What follows belongs to an exercise in optimizing a design on an open flow for small area; a production flow would make more cautious choices. Power is estimated from default activity; no workload was simulated.

==> run a <==
==> flow/design.v <==
`timescale 1ns/1ps
module ram_single_port(
    input clk,
    input write_en,
    input reset,
    input [6:0] addr,
    input [7:0] data_in,
    output reg [7:0] data_out
);
reg [7:0] memory [63:0];
wire [2:0] lo = addr[2:0];
wire [2:0] hi = addr[5:3];
wire [7:0] wdata = data_in & {8{~reset}};
wire [7:0] col = 8'd1 << lo;               
wire [7:0] wcol = reset ? 8'hff : (write_en ? col : 8'h00);
wire [7:0] row = reset ? 8'hff : (8'd1 << hi);
integer i;
always @(posedge clk) begin
    for (i = 0; i < 64; i = i + 1)
        if (wcol[i % 8] & row[i / 8])
            memory[i] <= wdata;
end
wire [7:0] rdata;
genvar b, h;
generate
    for (b = 0; b < 8; b = b + 1) begin : bitg
        wire [7:0] rowbit;
        for (h = 0; h < 8; h = h + 1) begin : rowg
            ram_ao8 u_col (
                .d({memory[8*h+7][b], memory[8*h+6][b], memory[8*h+5][b], memory[8*h+4][b],
                    memory[8*h+3][b], memory[8*h+2][b], memory[8*h+1][b], memory[8*h+0][b]}),
                .s(col), .y(rowbit[h]));
        end
        ram_ao8 u_row (.d(rowbit), .s(row), .y(rdata[b]));
    end
endgenerate
always @(posedge clk) begin
    if (!reset && !write_en)
        data_out <= rdata;
end
endmodule
module ram_ao8(
    input [7:0] d,
    input [7:0] s,
    output y
);
assign y = |(d & s);
endmodule
==> flow/run.sh <==
#!/bin/bash
# synth_recipe.tcl (not shown) runs the flow's synth.tcl, then flattens the netlist and writes it again
# the make line also repeats each setting of config.mk as NAME=value (left out here)
make -C /OpenROAD-flow-scripts/flow DESIGN_CONFIG=/design/flow/config.mk WORK_HOME=/design/flow/orfs CLKGATE_MAP_FILE= SYNTH_SCRIPT=/design/flow/synth_recipe.tcl finish
==> flow/config.mk <==
export PLATFORM = sky130hd
export DESIGN_NAME = ram_single_port
export DESIGN_NICKNAME = ram_single_port
export VERILOG_FILES = /design/flow/design.v
export SDC_FILE = /design/flow/constraint.sdc
export NUM_CORES = 4
export LEC_CHECK = 0
export CAP_MARGIN = 20
export CORE_MARGIN = 2
export CORE_UTILIZATION = 45
export SLEW_MARGIN = 20
export SYNTH_HIERARCHICAL = 1
export SYNTH_MINIMUM_KEEP_SIZE = 0
==> flow/constraint.sdc <==
create_clock -name core_clock -period 5.0 [get_ports {clk}]
set_input_delay 1.0000 -clock core_clock [delete_from_list [all_inputs] [get_ports {clk}]]
set_output_delay 1.0000 -clock core_clock [all_outputs]
set_load 0.01 [all_outputs]
==> run b: changes against run a <==
Settings changed: CORE_UTILIZATION 45 to 70, CTS_BUF_LIST set to sky130_fd_sc_hd__clkbuf_4.
==> qor summary <==
| metric | run b | run a |
|---|---|---|
| Core region area | 26800 um2 | 41800 um2 |
| Least setup slack across all paths after layout | 1730 ps | 1350 ps |
| Worst Tran Pin Value | 1090 ps | 1080 ps |
| Min-delay src | memory[22][1]$_DFFE_PP_ | memory[52][7]$_DFFE_PP_ |
| Post-detailed-route wirelength per cell | 27.9 um | 26.6 um |
| Clock net power | 3230 uW | 3560 uW |
| Net switching power figure | 2130 uW | 2070 uW |
| Critical path origin | addr[1] | addr[2] |
| Number of design-rule violations left by the first detailed-router iteration | 2040 | 1271 |
| Fraction of the cycle the final worst path needs | 65.5% | 73.0% |
| Vias in the first global route | 11300 | 10200 |
| Instance count on the critical path | 7 | 8 |
| Leakage power total | 0.00720 uW | 0.00702 uW |
| Result of the run | no timing/DRC/antenna violations | no timing/DRC/antenna violations |
| Minimum hold slack | 722 ps | 788 ps |
| Area growth from synthesis to layout | 15.2% | 16.2% |
| Cell row count | 60 | 75 |
| Met3 usage in global routing | 8.28% | 4.00% |
| Part of the power in combinational logic | 7.0% | 6.6% |
No run of this note included a check of the RTL's function; only the layout flow was run.


==> inputs of 05-26 <==
Another version of the RTL of ram_single_port (not shown whole).
==> module ram_single_port, before the edit <==
module ram_single_port(
    input clk,
    input write_en,
    input reset,
    input [6:0] addr,
    input [7:0] data_in,
    output reg [7:0] data_out
);
reg [7:0] memory [63:0];
wire [63:0] s, sn;
wire [7:0] wd, col, row, wcol, wcoln, wrow, wrown;
wire rd;
ram_ctrl u_ctrl (
    .write_en(write_en), .reset(reset), .addr(addr[5:0]), .data_in(data_in),
    .wcol(wcol), .wcoln(wcoln), .wrow(wrow), .wrown(wrown), .wd(wd), .col(col), .row(row), .rd(rd)
);
genvar w;
generate
    for (w = 0; w < 64; w = w + 1) begin : wordg
        ram_wsel u_wsel (.col(wcol[w % 8]), .coln(wcoln[w % 8]), .row(wrow[w / 8]), .rown(wrown[w / 8]),
                         .s(s[w]), .sn(sn[w]));
    end
endgenerate
integer i;
always @(posedge clk) begin
    for (i = 0; i < 64; i = i + 1)
        memory[i] <= (memory[i] & {8{sn[i]}}) | (wd & {8{s[i]}});
end
wire [7:0] rdata;
genvar b, h;
generate
    for (b = 0; b < 8; b = b + 1) begin : bitg
        wire [7:0] rowbit;
        for (h = 0; h < 8; h = h + 1) begin : rowg
            ram_ao8 u_col (
                .d({memory[8*h+7][b], memory[8*h+6][b], memory[8*h+5][b], memory[8*h+4][b],
                    memory[8*h+3][b], memory[8*h+2][b], memory[8*h+1][b], memory[8*h+0][b]}),
                .s(col), .y(rowbit[h]));
        end
        ram_ao8 u_row (.d(rowbit), .s(row), .y(rdata[b]));
    end
endgenerate
always @(posedge clk) begin
    if (rd)
        data_out <= rdata;
end
endmodule
==> module ram_ctrl, before the edit <==
module ram_ctrl(
    input write_en,
    input reset,
    input [5:0] addr,
    input [7:0] data_in,
    output [7:0] wcol,
    output [7:0] wcoln,
    output [7:0] wrow,
    output [7:0] wrown,
    output [7:0] wd,
    output [7:0] col,
    output [7:0] row,
    output rd
);
assign col = 8'd1 << addr[2:0];
assign row = 8'd1 << addr[5:3];
assign wcol = reset ? 8'hff : (write_en ? col : 8'h00);
assign wcoln = ~wcol;
assign wrow = reset ? 8'hff : row;
assign wrown = ~wrow;
assign wd = data_in & {8{~reset}};
assign rd = ~reset & ~write_en;
endmodule
==> module ram_wsel, before the edit <==
module ram_wsel(
    input col,
    input coln,
    input row,
    input rown,
    output s,
    output sn
);
assign s = ~(coln | rown);
assign sn = ~(col & row);
endmodule
==> module ram_ao8, before the edit <==
module ram_ao8(
    input [7:0] d,
    input [7:0] s,
    output y
);
wire y0, y1, y2;
ram_ao3n u0 (.d(d[2:0]), .s(s[2:0]), .y(y0));
ram_ao3n u1 (.d(d[5:3]), .s(s[5:3]), .y(y1));
assign y2 = ~((d[6] & s[6]) | (d[7] & s[7]));
assign y = ~(y0 & y1 & y2);
endmodule
Settings: LEC_CHECK=0, CAP_MARGIN=20, CORE_MARGIN=2, CORE_UTILIZATION=55, SLEW_MARGIN=20, SYNTH_HIERARCHICAL=1, SYNTH_MINIMUM_KEEP_SIZE=0; clock period 5.0 ns.
standard.sh (not shown) runs the stock make flow with config.mk's settings and CLKGATE_MAP_FILE= SYNTH_SCRIPT=/design/flow/synth_recipe.tcl, a recipe that flattens the netlist after the stock synthesis.
==> flow/flow/run.sh <==
#!/bin/bash
# Standard ORFS layout (the standard.sh) with two changes:
# - clock tree: no dummy loads, clkbuf_4/clkbuf_8 buffers, larger sink clusters
# - port buffers: buf_1 instead of the default choice
# ORFS writes each step's log under orfs/logs/; make's own output goes to
# standard.log here.
set -euo pipefail
export CTS_ARGS="-sink_clustering_enable -repair_clock_nets -dont_use_dummy_load -buf_list {sky130_fd_sc_hd__clkbuf_4 sky130_fd_sc_hd__clkbuf_8} -sink_clustering_size 20 -sink_clustering_max_diameter 60"
export BUFFER_PORTS_ARGS="-buffer_cell sky130_fd_sc_hd__buf_1"
bash standard.sh > standard.log 2>&1
==> 10-12: changes against 05-26 <==
==> flow/design.v (replaced) <==
`timescale 1ns/1ps
module ram_single_port(
    input clk,
    input write_en,
    input reset,
    input [6:0] addr,
    input [7:0] data_in,
    output reg [7:0] data_out
);
reg [7:0] memory [63:0];
wire [31:0] wcol;
wire [1:0] whalf;
wire [7:0] wdh [1:0];
wire [63:0] sn;
wire [7:0] col, rown;
wire rd, rdn;
ram_ctrl u_ctrl (
    .write_en(write_en), .reset(reset), .addr(addr[5:0]), .data_in(data_in),
    .wcol(wcol), .whalf(whalf), .wdh0(wdh[0]), .wdh1(wdh[1]),
    .col(col), .rown(rown), .rd(rd), .rdn(rdn)
);
genvar w;
generate
    for (w = 0; w < 64; w = w + 1) begin : wordg
        ram_hold u_hold (.col(wcol[w % 32]), .half(whalf[w / 32]), .sn(sn[w]));
    end
endgenerate
integer i;
always @(posedge clk) begin
    for (i = 0; i < 64; i = i + 1)
        memory[i] <= (memory[i] & {8{sn[i]}}) | (wdh[i / 32] & {8{wcol[i % 32]}});
end
wire [7:0] rdata;
genvar b, r;
generate
    for (b = 0; b < 8; b = b + 1) begin : bitg
        wire [7:0] rowbit;
        for (r = 0; r < 8; r = r + 1) begin : rowg
            ram_rowsel u_row (
                .d({memory[8*r+7][b], memory[8*r+6][b], memory[8*r+5][b], memory[8*r+4][b],
                    memory[8*r+3][b], memory[8*r+2][b], memory[8*r+1][b], memory[8*r+0][b]}),
                .col(col), .rown(rown[r]), .y(rowbit[r]));
        end
        ram_or8 u_or (.d(rowbit), .y(rdata[b]));
    end
endgenerate
always @(posedge clk) begin
    data_out <= (data_out & {8{rdn}}) | (rdata & {8{rd}});
end
endmodule
module ram_ctrl(
    input write_en,
    input reset,
    input [5:0] addr,
    input [7:0] data_in,
    output [31:0] wcol,
    output [1:0] whalf,
    output [7:0] wdh0,
    output [7:0] wdh1,
    output [7:0] col,
    output [7:0] rown,
    output rd,
    output rdn
);
wire [3:0] plo = reset ? 4'hf : (write_en ? (4'd1 << addr[1:0]) : 4'd0);
wire [7:0] phi = reset ? 8'hff : (8'd1 << addr[4:2]);
genvar c, b;
generate
    for (c = 0; c < 32; c = c + 1) begin : colg
        wire n;
        ram_nand2 u_nand (.a(plo[c % 4]), .b(phi[c / 4]), .y(n));
        ram_inv u_inv (.a(n), .y(wcol[c]));
    end
endgenerate
assign whalf = reset ? 2'b11 : (2'd1 << addr[5]);
wire [1:0] hsel = reset ? 2'b00 : (2'd1 << addr[5]);
generate
    for (b = 0; b < 8; b = b + 1) begin : wdg
        wire n0, n1;
        ram_nand2 u_nand0 (.a(data_in[b]), .b(hsel[0]), .y(n0));
        ram_inv u_inv0 (.a(n0), .y(wdh0[b]));
        ram_nand2 u_nand1 (.a(data_in[b]), .b(hsel[1]), .y(n1));
        ram_inv u_inv1 (.a(n1), .y(wdh1[b]));
    end
endgenerate
assign col = 8'd1 << addr[2:0];
assign rown = ~(8'd1 << addr[5:3]);
assign rd = ~reset & ~write_en;
assign rdn = reset | write_en;
endmodule
module ram_nand2(
    input a,
    input b,
    output y
);
assign y = ~(a & b);
endmodule
module ram_inv(
    input a,
    output y
);
assign y = ~a;
endmodule
module ram_hold(
    input col,
    input half,
    output sn
);
assign sn = ~(col & half);
endmodule
module ram_rowsel(
    input [7:0] d,
    input [7:0] col,
    input rown,
    output y
);
wire y0, y1, y2;
ram_ao3n u0 (.d(d[2:0]), .s(col[2:0]), .y(y0));
ram_ao3n u1 (.d(d[5:3]), .s(col[5:3]), .y(y1));
assign y2 = ~((d[6] & col[6]) | (d[7] & col[7]));
assign y = ~((y0 & y1 & y2) | rown);
endmodule
module ram_ao3n(
    input [2:0] d,
    input [2:0] s,
    output y
);
assign y = ~|(d & s);
endmodule
module ram_or8(
    input [7:0] d,
    output y
);
assign y = |d;
endmodule
==> flow/flow/run.sh (replaced) <==
#!/bin/bash
# Standard ORFS layout (the standard.sh) with two changes:
# - clock tree: no dummy loads, clkbuf_8 buffers, sink clusters of up to 16
#   flip-flops within 60 um
# - port buffers: buf_1 instead of the default choice
# ORFS writes each step's log under orfs/logs/; make's own output goes to
# standard.log here.
set -euo pipefail
export CTS_ARGS="-sink_clustering_enable -repair_clock_nets -dont_use_dummy_load -buf_list sky130_fd_sc_hd__clkbuf_8 -sink_clustering_size 16 -sink_clustering_max_diameter 60"
export BUFFER_PORTS_ARGS="-buffer_cell sky130_fd_sc_hd__buf_1"
bash standard.sh > standard.log 2>&1
==> 12-27: changes against 05-26 <==
--- a/flow/design.v
+++ b/flow/design.v
@@ -9,19 +9,12 @@
 );
 reg [7:0] memory [63:0];
 wire [63:0] s, sn;
-wire [7:0] wd, col, row, wcol, wcoln, wrow, wrown;
+wire [7:0] wd, col, row;
 wire rd;
 ram_ctrl u_ctrl (
     .write_en(write_en), .reset(reset), .addr(addr[5:0]), .data_in(data_in),
-    .wcol(wcol), .wcoln(wcoln), .wrow(wrow), .wrown(wrown), .wd(wd), .col(col), .row(row), .rd(rd)
+    .s(s), .sn(sn), .wd(wd), .col(col), .row(row), .rd(rd)
 );
-genvar w;
-generate
-    for (w = 0; w < 64; w = w + 1) begin : wordg
-        ram_wsel u_wsel (.col(wcol[w % 8]), .coln(wcoln[w % 8]), .row(wrow[w / 8]), .rown(wrown[w / 8]),
-                         .s(s[w]), .sn(sn[w]));
-    end
-endgenerate
 integer i;
 always @(posedge clk) begin
     for (i = 0; i < 64; i = i + 1)
@@ -51,34 +44,26 @@
     input reset,
     input [5:0] addr,
     input [7:0] data_in,
-    output [7:0] wcol,
-    output [7:0] wcoln,
-    output [7:0] wrow,
-    output [7:0] wrown,
+    output [63:0] s,
+    output [63:0] sn,
     output [7:0] wd,
     output [7:0] col,
     output [7:0] row,
     output rd
 );
+wire [7:0] wcol;
 assign col = 8'd1 << addr[2:0];
-assign row = 8'd1 << addr[5:3];
 assign wcol = reset ? 8'hff : (write_en ? col : 8'h00);
-assign wcoln = ~wcol;
-assign wrow = reset ? 8'hff : row;
-assign wrown = ~wrow;
+assign row = reset ? 8'hff : (8'd1 << addr[5:3]);
+genvar w;
+generate
+    for (w = 0; w < 64; w = w + 1) begin : wg
+        assign s[w] = wcol[w % 8] & row[w / 8];
+    end
+endgenerate
+assign sn = ~s;
 assign wd = data_in & {8{~reset}};
 assign rd = ~reset & ~write_en;
-endmodule
-module ram_wsel(
-    input col,
-    input coln,
-    input row,
-    input rown,
-    output s,
-    output sn
-);
-assign s = ~(coln | rown);
-assign sn = ~(col & row);
 endmodule
 module ram_ao8(
     input [7:0] d,
==> flow/run.sh (new file) <==
#!/bin/bash
# synth_recipe.tcl (not shown) runs the flow's synth.tcl, then flattens the netlist and writes it again
# the make line also repeats each setting of config.mk as NAME=value (left out here)
make -C /OpenROAD-flow-scripts/flow DESIGN_CONFIG=/design/flow/config.mk WORK_HOME=/design/flow/orfs CLKGATE_MAP_FILE= SYNTH_SCRIPT=/design/flow/synth_recipe.tcl finish
--- a/flow/config.mk
+++ b/flow/config.mk
@@ -7,7 +7,8 @@
 export LEC_CHECK = 0
 export CAP_MARGIN = 20
 export CORE_MARGIN = 2
-export CORE_UTILIZATION = 55
+export CORE_UTILIZATION = 70
+export CTS_BUF_LIST = sky130_fd_sc_hd__clkbuf_4
 export SLEW_MARGIN = 20
 export SYNTH_HIERARCHICAL = 1
 export SYNTH_MINIMUM_KEEP_SIZE = 0
removed: flow/flow/run.sh
removed: flow/standard.sh
==> summary of the runs <==
Of 05-26 and 10-12, 10-12 has the higher routed wire length (gap about 0.7%, measured against 10-12).
Non-clock buffer count, highest first: 12-27, 10-12, 05-26.
The lowest global-route usage belongs to 10-12, the highest to 12-27.
Clock power: 10-12 is larger than 05-26 (about 6%).
Combinational power, highest first: 05-26, 12-27, 10-12.
Of 05-26 and 12-27, 12-27 has the higher total power (gap 15%, measured against 12-27).
Synthesized cell count, lowest first: 10-12, 05-26, 12-27.
In 12-27 the design area is higher than in 05-26, by about 8%.
In sequential cell count, 05-26 and 10-12 do not differ.
In 05-26 the via count is smaller than in 12-27, by about 9%.
Function was not checked in any run of this note: the RTL went through the layout flow alone.

-- re-timing with driven ports --
How much do the figures lean on ideal ports? The routed layouts below were timed once more, with nothing changed but the port constraints.
Step 1 sets driving cells, clkbuf_16 on the clock port and buf_2 on the other inputs (assumed; they add their load-dependent delay and slew).
Step 2, shift: input delay + t, output delay - t, t = (earliest + latest rising clock arrival at the registers) / 2. This alone moves slack from input paths to output paths.
a / b / c = no drivers / after step 1 / after step 2; a / b = the first two.
run | t, ns | slack for setup (ns) | hold slack, ns
run a | 0.614 | 1.348 / 1.371 / 0.757 | 0.788 / 0.788 / 0.788
run b | 0.797 | 1.727 / 1.739 / 0.942 | 0.722 / 0.722 / 0.722
05-26 | 0.659 | 1.386 / 1.408 / 0.749 | 0.473 / 0.473 / 0.473
10-12 | 0.673 | 1.234 / 1.218 / 0.545 | 0.472 / 0.472 / 0.472
12-27 | 0.847 | 1.619 / 1.642 / 0.796 | 0.469 / 0.469 / 0.469
After both steps every run listed still meets setup and hold. For 12-27, which loses most, drivers alone change the setup slack by +0.023 ns; drivers and shift together by -0.823 ns.
